This is an optimization exercise on Yosys and OpenROAD, whose aim is small area and a short achievable clock period, not a production implementation. Function was checked by simulation only, so behaviour that the tests miss may differ from the original. Power and IR drop assume default switching activity.

## design/flow/design.v

```verilog
module Adder(a, b, y);
  input [31:0] a, b;
  output wire [31:0] y;
  wire cout;
  assign {cout, y} = a + b;
endmodule
module ALU(a, b, ALU_Operation, ALU_Result, Zero);
  input [31:0] a, b;
  input [2:0] ALU_Operation;
  output reg[31:0] ALU_Result;
  output wire Zero;
  always@(a, b , ALU_Operation)
  begin
    case(ALU_Operation)
      3'b000:ALU_Result = a & b;
      3'b001:ALU_Result = a | b;
      3'b010:ALU_Result = a + b;
      3'b011:ALU_Result = a - b;
      3'b111:begin if(a < b)
                      ALU_Result = 32'b00000000000000000000000000000001;
                  else
                    ALU_Result = 32'b0;
                  end
      default:ALU_Result = 32'b0;
    endcase
  end
  assign Zero = (ALU_Result == 32'b0) ?
                1'b1 : 1'b0;
endmodule
module AluController(aluOp, func, aluOperation);
  input [1:0] aluOp;
  input [5:0] func;
  output reg [2:0] aluOperation;
  always@ (aluOp or func)
  begin
    aluOperation = 3'b000;
    if(aluOp == 2'b00)
    	aluOperation = 3'b010;
   	else if(aluOp == 2'b01)
    	aluOperation = 3'b011;
    else if(aluOp == 2'b11)
    	aluOperation = 3'b000;
    else if(aluOp == 2'b10)
    begin
    	if(func == 6'b100100)
    		aluOperation = 3'b000;
    	if(func == 6'b100101)
    		aluOperation = 3'b001;
    	if(func == 6'b100000)
    		aluOperation = 3'b010;
    	if(func == 6'b100010)
    		aluOperation = 3'b011;
    	if(func == 6'b101010)
    		aluOperation = 3'b111;
    end
  end
endmodule
module Controller(opcode, EX, MEM, WB, Jump, Branch, BranchNot);
  input [5:0] opcode;
  output reg [1:0] MEM;
  output reg [1:0] WB;
  output reg [3:0] EX;
  output reg Jump,  Branch, BranchNot;
  always @(opcode)
      begin
      {Jump,  Branch, BranchNot} = 3'b000;
      MEM = 2'b00;
      WB = 2'b00;
      EX = 4'b0000;
      case(opcode)
        6'b000000: begin 
          EX = 4'b0101;
          WB = 2'b10;
        end
        6'b001000:begin
          EX = 4'b1000;
          WB = 2'b10;
        end
        6'b001100:begin
          EX = 4'b1110;
          WB = 2'b10;
        end
        6'b100011:begin
          EX = 4'b1000;
          MEM = 2'b10;
          WB = 2'b11;
        end
        6'b101011:begin
          EX = 4'b1000;
          MEM = 2'b01;
          WB = 2'b00;
        end
        6'b000100:begin
          EX = 4'b0010;
          WB = 2'b00;
          Branch = 1'b1;
        end
        6'b000101:begin
          EX = 4'b0010;
          WB = 2'b00;
          BranchNot = 1'b1;
        end
        6'b000010:begin
          EX = 4'b0000;
          WB = 2'b00;
          Jump = 1'b1;
        end
      endcase
  end
endmodule
module Equal(a, b, equal);
  input [31:0] a, b;
  output wire equal;
  assign equal = (a==b) ? 1'b1 : 1'b0;
endmodule
module ForwardingUnit(ID_EX_RegWrite, ID_EX_RegisterRd, ID_EX_RegisterRt, ID_EX_RegisterRs, MEM_WB_RegisterRd, MEM_WB_RegWrite, EX_MEM_RegisterRd, EX_MEM_RegWrite,
instruction, ForwardA, ForwardB, Sel1, Sel2);
  input [31:0]instruction;
  input [4:0] ID_EX_RegisterRd, ID_EX_RegisterRt, ID_EX_RegisterRs, MEM_WB_RegisterRd, EX_MEM_RegisterRd;
  input ID_EX_RegWrite, MEM_WB_RegWrite, EX_MEM_RegWrite;
  output reg [1:0] ForwardA, ForwardB;
  output reg Sel1, Sel2;
  wire tempA, tempB;
  assign tempA = (EX_MEM_RegWrite == 1'b1) & ((EX_MEM_RegisterRd == ID_EX_RegisterRs) || (EX_MEM_RegisterRd == ID_EX_RegisterRt)) & (EX_MEM_RegisterRd != 0); 
  assign tempB = (ID_EX_RegWrite == 1'b1) & ((ID_EX_RegisterRd == instruction[25:21]) ||(ID_EX_RegisterRd == instruction[20:16])) & (ID_EX_RegisterRd != 0);
  always @(instruction or ID_EX_RegWrite or ID_EX_RegisterRd or ID_EX_RegisterRt or ID_EX_RegisterRs or MEM_WB_RegisterRd or MEM_WB_RegWrite or EX_MEM_RegisterRd or EX_MEM_RegWrite)
      begin
          ForwardB = 2'b00;
          ForwardA = 2'b00;
          Sel1 = 1'b0;
          Sel2 = 1'b0;
          if((EX_MEM_RegWrite == 1'b1) && (EX_MEM_RegisterRd == ID_EX_RegisterRs) && (EX_MEM_RegisterRd != 0))
              ForwardA = 2'b01;
          else if((EX_MEM_RegWrite == 1'b1) && (EX_MEM_RegisterRd == ID_EX_RegisterRt) && (EX_MEM_RegisterRd != 0))
              ForwardB = 2'b01;
          else if((MEM_WB_RegWrite == 1'b1) && (MEM_WB_RegisterRd == ID_EX_RegisterRs) && (MEM_WB_RegisterRd != 0) && (!tempA))
              ForwardA = 2'b10;
          else if((MEM_WB_RegWrite == 1'b1) && (MEM_WB_RegisterRd == ID_EX_RegisterRt) && (MEM_WB_RegisterRd != 0) && (!tempA))
              ForwardB = 2'b10;
          else if((EX_MEM_RegWrite == 1'b1) && (EX_MEM_RegisterRd == instruction[25:21]) && (EX_MEM_RegisterRd != 0) && (!tempB))
              Sel1 = 1'b1;
          else if((EX_MEM_RegWrite == 1'b1) && (EX_MEM_RegisterRd == instruction[20:16]) && (EX_MEM_RegisterRd !=0) && (!tempB))
              Sel2 = 1'b1;
      end
endmodule
 module HazardUnit(Rs, Rt, ID_EX_MemRead, ID_EX_RegisterRt, ID_EX_RegisterRd, ID_EX_RegWrite, IF_ID_Write, Sel, PCWrite, EX_MEM_MemRead, Branch, BranchNot, EX_MEM_RegisterRt);
  input [4:0] Rs, Rt, ID_EX_RegisterRt, ID_EX_RegisterRd, EX_MEM_RegisterRt;
  input ID_EX_MemRead, ID_EX_RegWrite, EX_MEM_MemRead, Branch, BranchNot;
  output reg Sel, PCWrite, IF_ID_Write;
  always @(Rs or Rt or ID_EX_MemRead or ID_EX_RegisterRt or ID_EX_RegisterRd or EX_MEM_RegisterRt or ID_EX_RegWrite or EX_MEM_MemRead or Branch or BranchNot)
      begin
          {PCWrite, IF_ID_Write} = 2'b11;
          Sel = 1'b1;
          if((ID_EX_MemRead == 1'b1) && ((ID_EX_RegisterRt == Rs) || (ID_EX_RegisterRt == Rt)) && (ID_EX_RegisterRt !=0))begin
              Sel = 1'b0;
              PCWrite = 1'b0;
              IF_ID_Write = 1'b0;
          end
          else if((EX_MEM_MemRead == 1'b1) && ((Branch == 1'b1) || (BranchNot == 1'b1)) && ((EX_MEM_RegisterRt == Rs) || (EX_MEM_RegisterRt == Rt)) && (EX_MEM_RegisterRt !=0))begin
              Sel = 1'b0;
              PCWrite = 1'b0;
              IF_ID_Write = 1'b0;
          end
          else if((ID_EX_RegWrite == 1'b1) && ((Branch == 1'b1) || (BranchNot == 1'b1)) && ((ID_EX_RegisterRd == Rs) || (ID_EX_RegisterRd == Rt)) && (ID_EX_RegisterRd !=0))begin
              Sel = 1'b0;
              PCWrite = 1'b0;
              IF_ID_Write = 1'b0;
          end
    end
endmodule
module Mux32bits(a, b, sel, y);
  input [31:0] a, b;
  input sel;
  output wire [31:0] y;
  assign y = sel ? a : b;
endmodule
module Mux5bits(a, b, sel, y);
  input [4:0] a, b;
  input sel;
  output wire [4:0] y;
  assign y = sel ? a : b;
endmodule
module Mux3(a, b, c, sel, y);
  input [31:0] a, b, c;
  input [1:0] sel;
  output wire [31:0] y;
  assign y = (sel == 2'b00) ? a:
             (sel == 2'b01) ? b:
             (sel == 2'b10) ? c : a;
endmodule
module Mux8bits(controlSignalStage, zero, controlSel, EX, MEM, WB);
  input [7:0] controlSignalStage, zero;
  input controlSel;
  output wire [1:0] MEM;
  output wire [1:0] WB;
  output wire [3:0] EX;
  assign {MEM,WB,EX} = controlSel ? controlSignalStage : zero;
endmodule
module Shifter26bits(a, y);
  input [25:0] a;
  output wire [27:0] y;
  assign y = {a[25:0], 2'b00};
endmodule
module Shifter32bits(a, y);
  input [31:0] a;
  output wire [31:0] y;
  assign y = {a[29:0], 2'b00};
endmodule
module SignExtender(a, y);
  input [15:0] a;
  output wire [31:0] y;
  assign y = a[15] ? {16'b1111111111111111, a[15:0]} : 
                     {16'b0000000000000000, a[15:0]};
endmodule
module Reg2bits(clk, rst, a, w);
	input [1:0] a;
	input clk, rst;
	output reg [1:0] w;
	always @(posedge clk, posedge rst)
	begin
		if(rst == 1) w = 2'b0;
		else w <= a;
	end
endmodule
module Reg4bits(clk, rst, a, w);
	input [3:0] a;
	input clk, rst;
	output reg [3:0] w;
	always @(posedge clk, posedge rst)
	begin
		if(rst == 1) w = 4'b0;
		else w <= a;
	end
endmodule
module Reg5bits(clk, rst, a, w);
	input [4:0] a;
	input clk, rst;
	output reg [4:0] w;
	always @(posedge clk, posedge rst)
	begin
		if(rst == 1) w = 5'b0;
		else w <= a;
	end
endmodule
module Reg32bits(clk, rst, a, w);
	input [31:0] a;
	input clk, rst;
	output reg [31:0] w;
	always @(posedge clk, posedge rst)
	begin
		if(rst == 1) w = 32'b0;
		else w <= a;
	end
endmodule
module RegisterWithClear(clk, rst, controlSignal, clear, a, w);
  input [31:0] a;
  input clk, rst, controlSignal, clear;
  output reg [31:0] w;
  always @(posedge clk, posedge rst)
  begin
    if(rst == 1'b1)
      w <= 32'b0;
    else if(clear == 1'b1)
      w <= 32'b0;
    else if(controlSignal == 1'b1)
      w <= a;
  end
endmodule
module RegisterWithControl(clk, rst, controlSignal, a, w);
  input [31:0] a;
  input clk, rst, controlSignal;
  output reg [31:0] w;
  always @(posedge clk, posedge rst)
  begin
    if(rst == 1'b1)
      w <= 32'b0;
    else if(controlSignal == 1'b1)
      w <= a;
  end
endmodule
module IfIdReg(clk, rst, IfIdWrite, IfFlush, nextPCIn, instIn, nextPCOut, instOut);
	input clk, rst, IfIdWrite, IfFlush;
	input [31:0]nextPCIn, instIn;
	output wire[31:0]nextPCOut, instOut;
	RegisterWithControl nextPC(clk, rst, IfIdWrite, nextPCIn, nextPCOut);
	RegisterWithClear Inst(clk, rst, IfIdWrite, IfFlush, instIn, instOut);
endmodule
module IdExReg(clk, rst, wbIn, wbOut, mIn, mOut, exIn, exOut, readData1In, readData1Out, readData2In, readData2Out, rtIn, rtOut, rdIn, rdOut, rsIn, rsOut, extendedAdrIn, extendedAdrOut); 
  input clk, rst;
  input [1:0]wbIn, mIn;
  input [3:0]exIn;
  input [31:0]readData1In, readData2In, extendedAdrIn;
  input [4:0]rtIn, rdIn, rsIn;
  output wire[1:0]wbOut, mOut;
  output wire[3:0]exOut;
  output wire[31:0]readData1Out, readData2Out, extendedAdrOut;
  output wire[4:0]rtOut, rdOut, rsOut;
  Reg4bits EX(clk, rst, exIn, exOut);
  Reg2bits WB(clk, rst, wbIn, wbOut);
  Reg2bits M(clk, rst, mIn, mOut);
  Reg32bits ReadData1(clk, rst, readData1In, readData1Out);
  Reg32bits ReadData2(clk, rst, readData2In, readData2Out);
  Reg32bits ExtendedAdr(clk, rst, extendedAdrIn, extendedAdrOut);
  Reg5bits Rt(clk, rst, rtIn, rtOut);
  Reg5bits Rs(clk, rst, rsIn, rsOut);
  Reg5bits Rd(clk, rst, rdIn, rdOut);
endmodule
module ExMemReg(clk, rst, wbIn, wbOut, mIn, mOut, resultIn, resultOut, writeDataIn, writeDataOut, registerRdIn, registerRdOut, registerRtIn, registerRtOut);
input clk, rst;
input [1:0]wbIn, mIn;
input [31:0]resultIn, writeDataIn;
input [4:0]registerRdIn, registerRtIn;
output wire[1:0]wbOut, mOut;
output wire[31:0]resultOut, writeDataOut;
output wire[4:0]registerRdOut, registerRtOut;
Reg2bits WB(clk, rst, wbIn, wbOut);
Reg2bits M(clk, rst, mIn, mOut);
Reg32bits Result(clk, rst, resultIn, resultOut);
Reg32bits WriteData(clk, rst, writeDataIn, writeDataOut);
Reg5bits RegisterRd(clk, rst, registerRdIn, registerRdOut);
Reg5bits RegisterRt(clk, rst, registerRtIn, registerRtOut);
endmodule
module MemWbReg(clk, rst, wbIn, wbOut, readDataIn, readDataOut, resultIn, resultOut, registerRdIn, registerRdOut);
input clk, rst;
input [1:0]wbIn;
input [31:0]readDataIn, resultIn;
input [4:0]registerRdIn;
output wire[1:0]wbOut;
output wire[31:0]readDataOut ,resultOut;
output wire[4:0]registerRdOut;
Reg2bits WB(clk, rst, wbIn, wbOut);
Reg32bits Result(clk, rst, resultIn, resultOut);
Reg32bits ReadData(clk, rst, readDataIn, readDataOut);
Reg5bits RegisterRd(clk, rst, registerRdIn, registerRdOut);
endmodule
module PCRegister_with_control(a, clk, reset, Write, w);
  input [31:0] a;
  input clk, reset;
  input Write;
  output reg [31:0] w;
  wire four;
  assign four = 32'b00000000000000000000000000000100;
  always @(posedge clk, posedge reset)
  begin
    if(reset == 1'b1)
      w <= 32'b0;
    else if(Write == 1'b0)
      w <= a - four;
    else
      w <= a;
    end
endmodule
module RegisterFile(Read_Register1, Read_Register2, Write_Register, Write_Data,
RegWrite, clk, reset, Read_Data1, Read_Data2);
input [4:0] Read_Register1, Read_Register2, Write_Register;
input [31:0] Write_Data;
input clk, reset, RegWrite;
output wire [31:0] Read_Data1, Read_Data2;
reg [31:0] reg_File [0:31];
integer i;
always @(negedge clk, posedge reset)
  begin
    if(reset == 1'b1)begin
      for(i = 0; i < 32; i = i + 1)begin
        reg_File[i] <= 32'b0;
      end
    end
    else if(RegWrite == 1'b1)
            reg_File[Write_Register] <= Write_Data;
    end
assign Read_Data1 = reg_File[Read_Register1];
assign Read_Data2 = reg_File[Read_Register2];
endmodule
module DataPath(clk, reset, controlSignalStage, Jump, func, opcode, ALU_Operation, ALUOp, Branch, BranchNot,
  imem_addr, imem_data, dmem_we, dmem_re, dmem_addr, dmem_wdata, dmem_rdata);
  output wire [31:0] imem_addr;
  input [31:0] imem_data;
  output wire dmem_we, dmem_re;
  output wire [31:0] dmem_addr, dmem_wdata;
  input [31:0] dmem_rdata;
  input clk, reset, Jump, Branch, BranchNot;
  input [7:0] controlSignalStage;
  input [2:0] ALU_Operation;
  output wire [5:0] func, opcode;
  output wire [1:0] ALUOp;
  wire [31:0] Addr, Inst, nextPCIn, nextPCOut, instOut, writeData, readData1, readData2, resultOutEXMEM,
  readData1InIDEX, readData2InIDEX, extendedAdrIn, readData1OutIDEX, readData2OutIDEX, extendedAdrOut, muxA, b,
  resultInEXMEM, writeDataInEXMEM, writeDataOutEXMEM, readData, readDataOutMEMWB, resultOutMEMWB, addOut, shiftAdder,
  y, nextPC, four;
  wire IfIdWriteSignal, IfFlush, PCWrite, Sel1, Sel2, Zero, Sel, equal, PCSrc, c, d, controlSel;
  wire [4:0] rtOutIDEX, rdOutIDEX, rsOutIDEX, registerRdInEXMEM, registerRdOutEXMEM, registerRdOutMEMWB, registerRtOutEXMEM;
  wire [1:0] MEM , WB, wbOutIDEX, mOutIDEX, ForwardA, ForwardB, wbOutMEMWB, wbOutEXMEM, mOutEXMEM;
  wire [3:0] EX, exOutIDEX;
  wire [27:0] z;
  assign four = 32'b00000000000000000000000000000100;
	assign func = instOut[5:0];
	assign opcode = instOut[31:26];
	assign ALUOp = exOutIDEX[2:1];
  assign c = Branch & equal;
  assign d = BranchNot & ~equal;
  assign PCSrc = c | d;
  assign IfFlush = c | d;
  assign imem_addr = Addr;
  assign Inst = imem_data;
  Adder PCAdder(Addr, four, nextPCIn);
  PCRegister_with_control PC(nextPC, clk, reset, PCWrite, Addr);
  Shifter32bits Shifter32bits(extendedAdrIn, shiftAdder);
  Adder Adder(nextPCOut, shiftAdder, addOut);
  Mux32bits AdderMUX(addOut, nextPCOut, PCSrc, y);
  Shifter26bits Shifter26bits(instOut[25:0], z);
  Mux32bits jump({nextPCOut[31:28],z}, y, Jump, nextPC);
  assign controlSel = Sel & ~IfFlush;
  Mux8bits Mux8bits(controlSignalStage, 8'b00000000, controlSel, EX, MEM, WB);
  RegisterFile RegisterFile(instOut[25:21], instOut[20:16], registerRdOutMEMWB, writeData, wbOutMEMWB[1], clk, reset, readData1, readData2);
  Mux32bits MuxRegFile1(resultOutEXMEM, readData1, Sel1, readData1InIDEX);
  Mux32bits MuxRegFile2(resultOutEXMEM, readData2, Sel2, readData2InIDEX);
  Equal Equal(readData1InIDEX, readData2InIDEX, equal);
  IdExReg IdExReg(clk, reset, WB, wbOutIDEX, MEM, mOutIDEX, EX, exOutIDEX, readData1InIDEX, readData1OutIDEX, readData2InIDEX, readData2OutIDEX, instOut[20:16], rtOutIDEX, instOut[15:11], rdOutIDEX, instOut[25:21], rsOutIDEX, extendedAdrIn, extendedAdrOut);
  SignExtender SignExtender(instOut[15:0], extendedAdrIn);
  HazardUnit HazardUnit(instOut[25:21], instOut[20:16], mOutIDEX[1], rtOutIDEX, rdOutIDEX, wbOutIDEX[1], IfIdWriteSignal, Sel, PCWrite, mOutEXMEM[1], Branch, BranchNot, registerRtOutEXMEM);
  IfIdReg IfIdReg(clk, reset, IfIdWriteSignal, IfFlush, nextPCIn, Inst, nextPCOut, instOut);
  Mux3 Mux3_1(readData1OutIDEX, resultOutEXMEM, writeData, ForwardA, muxA);
  Mux3 Mux3_2(readData2OutIDEX, resultOutEXMEM, writeData, ForwardB, writeDataInEXMEM);
  Mux32bits Mux32bits_B (extendedAdrOut, writeDataInEXMEM, exOutIDEX[3], b);
  ALU ALU(muxA, b, ALU_Operation, resultInEXMEM, Zero);
  Mux5bits Mux5bits(rdOutIDEX, rtOutIDEX, exOutIDEX[0], registerRdInEXMEM);
  ExMemReg ExMemReg(clk, reset, wbOutIDEX, wbOutEXMEM, mOutIDEX, mOutEXMEM, resultInEXMEM, resultOutEXMEM, 
  writeDataInEXMEM, writeDataOutEXMEM, registerRdInEXMEM, registerRdOutEXMEM, rtOutIDEX, registerRtOutEXMEM);
  ForwardingUnit ForwardingUnit(wbOutIDEX[1], rdOutIDEX, rtOutIDEX, rsOutIDEX, registerRdOutMEMWB, wbOutMEMWB[1],
  registerRdOutEXMEM, wbOutEXMEM[1], instOut, ForwardA, ForwardB, Sel1, Sel2);
  assign dmem_we = mOutEXMEM[0];
  assign dmem_re = mOutEXMEM[1];
  assign dmem_addr = resultOutEXMEM;
  assign dmem_wdata = writeDataOutEXMEM;
  assign readData = mOutEXMEM[1] ? dmem_rdata : 32'b0;
  MemWbReg MemWbReg(clk, reset, wbOutEXMEM, wbOutMEMWB, readData, readDataOutMEMWB, resultOutEXMEM, resultOutMEMWB, registerRdOutEXMEM, registerRdOutMEMWB);
  Mux32bits Mux32bitsMEMWB(readDataOutMEMWB, resultOutMEMWB, wbOutMEMWB[0], writeData);
endmodule
module PipelineMips(clk, reset, imem_addr, imem_data, dmem_we, dmem_re, dmem_addr, dmem_wdata, dmem_rdata);
  input clk, reset;
  output wire [31:0] imem_addr;
  input [31:0] imem_data;
  output wire dmem_we, dmem_re;
  output wire [31:0] dmem_addr, dmem_wdata;
  input [31:0] dmem_rdata;
  wire [1:0] MEM, WB, ALUOp;
  wire [3:0] EX;
  wire Jump,  Branch, BranchNot;
  wire [5:0] opcode, func;
  wire [7:0] controlSignalStage;
  wire [2:0] ALU_Operation;
  assign controlSignalStage[3:0] = EX;
  assign controlSignalStage[5:4] = WB;
  assign controlSignalStage[7:6] = MEM;
  DataPath DataPath(clk, reset, controlSignalStage, Jump, func, opcode, ALU_Operation, ALUOp, Branch, BranchNot,
    imem_addr, imem_data, dmem_we, dmem_re, dmem_addr, dmem_wdata, dmem_rdata);
  Controller Controller(opcode, EX, MEM, WB, Jump, Branch, BranchNot);
  AluController AluController(ALUOp, func, ALU_Operation);
endmodule
```

## design/flow/run.sh

```bash
#!/bin/bash
# synth_recipe.tcl (not shown) runs the flow's synth.tcl, then flattens the netlist and writes it again
# the make line also repeats each setting of config.mk as NAME=value (left out here)
make -C /OpenROAD-flow-scripts/flow DESIGN_CONFIG=/design/flow/config.mk WORK_HOME=/design/flow/orfs CLKGATE_MAP_FILE= SYNTH_SCRIPT=/design/flow/synth_recipe.tcl finish
```

## design/flow/config.mk

```make
export PLATFORM = sky130hd
export DESIGN_NAME = PipelineMips
export DESIGN_NICKNAME = PipelineMips
export VERILOG_FILES = /design/flow/design.v
export SDC_FILE = /design/flow/constraint.sdc
export NUM_CORES = 4
export LEC_CHECK = 0
export CAP_MARGIN = 20
export CORE_MARGIN = 2
export CORE_UTILIZATION = 30
export SLEW_MARGIN = 20
```

## design/flow/constraint.sdc

```tcl
create_clock -name core_clock -period 12.0 [get_ports {clk}]
set_input_delay 2.4000 -clock core_clock [delete_from_list [all_inputs] [get_ports {clk}]]
set_output_delay 2.4000 -clock core_clock [all_outputs]
set_load 0.01 [all_outputs]
```

==> metrics.md <==
| Metric | Value |
|---|---|
| Status | no timing/DRC/antenna violations |
| H-Tree Depth | 4 |
| Hold WC Path Type | flop to flop |
| Setup Viol. Count Final | 0 |
| Worst clock skew | 0.0984 ns |
| Share of layout cells above drive strength 1 | 0.0964 |
| Area grow syn2layout | 16.4% |
| Synth top area share | 0.357 |
| WP data required | 12.66 ns |
| Setup crit end kind | flop |
| Post-Synthesis Cells | 8112 |
| Global Route met2 Usage | 0.406 |
| Crit-path most repeated cell | o22ai_1 |
| Combinational power share | 0.204 |
| DRT iter0 DRCs | 13.6k |
| CP Max Fanout | 18 |
| Synth area leaders | dfrtn_1 (36%), dfrtp_1 (12%), a21oi_1 (6.0%) |
| Largest net degree at the start of global routing | 120 |
| Total internal power | 9.09 mW |
| Most frequent cells in the layout | dfrtn_1 (1024), nor2_1 (927), a21oi_1 (860), nand2_1 (646), o21ai_0 (535) |
| Main flop type after synthesis | dfrtn_1 |
| Synth Area per Inst | 8.85 sq um |
| Slew HR | 0.118 |
| Final antenna-violating net count | 0 |
| FF+latch count, synth | 1367 |
| Worst-margin pin slew | 1.31 ns |
| Hold slack | 0.362 ns |
| Crit path max-delay family | compound AO/OA/AOI/OAI gates |
| Num rows | 179 |
| Critical Path Max Stage Delay | 0.91 ns |
| Initial Util | 0.302 |
| Via count | 72.6k |
| Commonest non-fill, non-tap cell in the layout | dfrtn_1 |
| Iteration count of the initial detailed-routing pass | 19 |
| FILL cells | 24.2k |
| WL/cell | 33.1 microns |
| Post-synth EDFFs | 0 |
| First-pass GRT wire length | 525000 microns |
| Top Ports | 164 |
| Cell breakdown of the critical path | and3_1, a2111oi_0, nand3_1, or3_1, o22ai_1, a221oi_1, o22ai_1, o21ai_1, nor4b_4, a21oi_1, nor2_4, o221ai_1 |
| Busiest grt layer | met2 |
| Syn_nets | 8319 |
| Total CTS buffers | 152 |
| Clk buf depth | 3 |
| Fin. max-slew vios | 0 |
| Final cell count without fillers | 11.3k |
| Initial antenna violation count | 42 |
| Total grt overflow | 0 |
| Unrepaired setup endpoints after global routing | no |
| Core area | 238000 sq um |
| Post-DP HPWL | 233000 microns |
| Clock latency on the worst-skew pair | 0.83 ns |
| Largest register by flop count | DataPath.RegisterFile.reg_File |
| DRC Markers | 0 |
| Nets | 8204 |
| Clock transition at path regs | 0.06 ns |
| Post-CTS Setup Inserts | 0 |
| CTS tree | built |
| Max Cap Viol | 0 |
| M3 GR Usage | 0.119 |
| M1 GR Usage | 0.387 |
| CP bufs+invs | 0 |
| Static Leak | 37.8 nW |
| Crit start category | flop |
| Critical-path top delay cell | o22ai_1 |
| Clk network pwr share | 0.381 |
| Placed insts | 11.0k |
| PwrDens | 162 nW/um^2 |
| Crit path kind | flop to flop |
| Largest area contributor in the netlist | dfrtn_1 |
| Cts repair resizes | 0 |
| Max FFs per register | 1024 |
| Root Buffer | clkbuf_16 |
| Setup TNS | 0 ns |
| DIE AREA | 243000 sq um |
| Total detailed-routing wirelength | 375000 microns |
| P_sw | 4.48 mW |
| Final Hold Vio Count | 0 |
| Worst endpoint data arrival time | 11.68 ns |
| Switching share of power | 0.330 |
| IO Port Bufs | 163 |
| Worst IR drop on VDD | 0.128 mV |
| Final core occ | 0.351 |
| Library cells used by synthesis | 99 |
| Post-Syn Area | 71800 sq um |
| Number of global-route vias before repair | 68.8k |
| Gr usage total | 0.299 |
| Die height | 493 microns |
| Register Area | 34200 sq um |
| Vias per std cell | 6.41 |
| CTS sink count | 1367 |
| Cts hold-fix bufs | 0 |
| Die width | 493 microns |
| Sequential area share after synthesis | 0.476 |
| Synth async-reset ratio | 1.00 |
| Sequential power share | 0.415 |
| GPL Wtd Cong | 1.00 |
| Area occupied by multi-input gates | 35100 sq um |
| Synthesis Warnings | 14 |
area by class of cell:
class                      instances  area share
antenna                           34     0.00102
tap                             3167      0.0474
timing repair buffer             451      0.0507
multi-input combinational       5865       0.420
inverter                         160     0.00723
sequential                      1367       0.409
clock buffer                     213      0.0529
clock inverter                    65      0.0118
cells in the mapped netlist (111+ instances only):
master,number
a2111oi_0,111
inv_1,160
a21oi_1,861
nand2_1,658
dfrtp_1,343
nand3_1,397
clkbuf_1,610
o21ai_0,536
a22oi_1,371
nand4_1,206
and3_1,405
dfrtn_1,1024
ha_1,138
nor2_1,1004
power groups by stage:
stage | logic (mW) | clock network (mW) | registers, mW
4_1_cts | 2.62 | 5.18 | 5.62
3_3_place_gp | 2.55 | 0 | 5.68
5_1_grt | 2.92 | 5.37 | 5.68
6_report | 2.77 | 5.17 | 5.64
2_1_floorplan | 1.58 | 0 | 5.51
3_5_place_dp | 2.61 | 0 | 5.69
per-stage QoR:
stage | total power, mW | cell area, sq um | setup slack (ns)
after CTS | 13.4 | 83200 | 1.22
after global routing | 14.0 | 83500 | 0.668
after global placement | 8.23 | 77700 | 1.21
after detailed placement | 8.31 | 77800 | 1.17
final | 13.6 | 83600 | 0.978
after floorplan | 7.09 | 71800 | -14.82
layer usage:
layer  share of wire  vias up  wire, microns
met2            0.39     6319         147000
met5         0.00041        -            153
li1                -    29100              -
met4           0.083       24          31000
met3            0.15     1823          57100
met1            0.37    35300         139000
path summary, 6_finish.rpt:
| path | from | endpoint | slack [ns] | cells after the start |
|---|---|---|---|---|
| setup / recovery | DataPath.RegisterFile.reg_File[6][11] | DataPath.PC.w[20] | 0.98 | 12 |
| hold / removal | DataPath.ExMemReg.WB.w[0] | DataPath.MemWbReg.WB.w[0] | 0.36 | 0 |
| min in group asynchronous | reset | DataPath.IdExReg.ReadData1.w[24] | 2.84 | 4 |
| max in group asynchronous | reset | DataPath.RegisterFile.reg_File[0][13] | 2.62 | 4 |
| hold reg to reg | DataPath.ExMemReg.WB.w[0] | DataPath.MemWbReg.WB.w[0] | 0.36 | 0 |
| setup reg to reg | DataPath.RegisterFile.reg_File[6][11] | DataPath.PC.w[20] | 0.98 | 12 |
cell families (layout without fill, tap and decap cells):
family,Yosys count,in the layout,share of synthesized area
flip-flops,1367,1367,0.476
XOR/XNOR,153,153,0.0187
AO/OA/AOI/OAI,2405,2405,0.211
buffers and inverters,880,889,0.0483
adder cells (fa/ha/maj),141,141,0.0249
AND/OR/NAND/NOR,3050,3050,0.204
multiplexers,116,116,0.0167
other,0,34,0
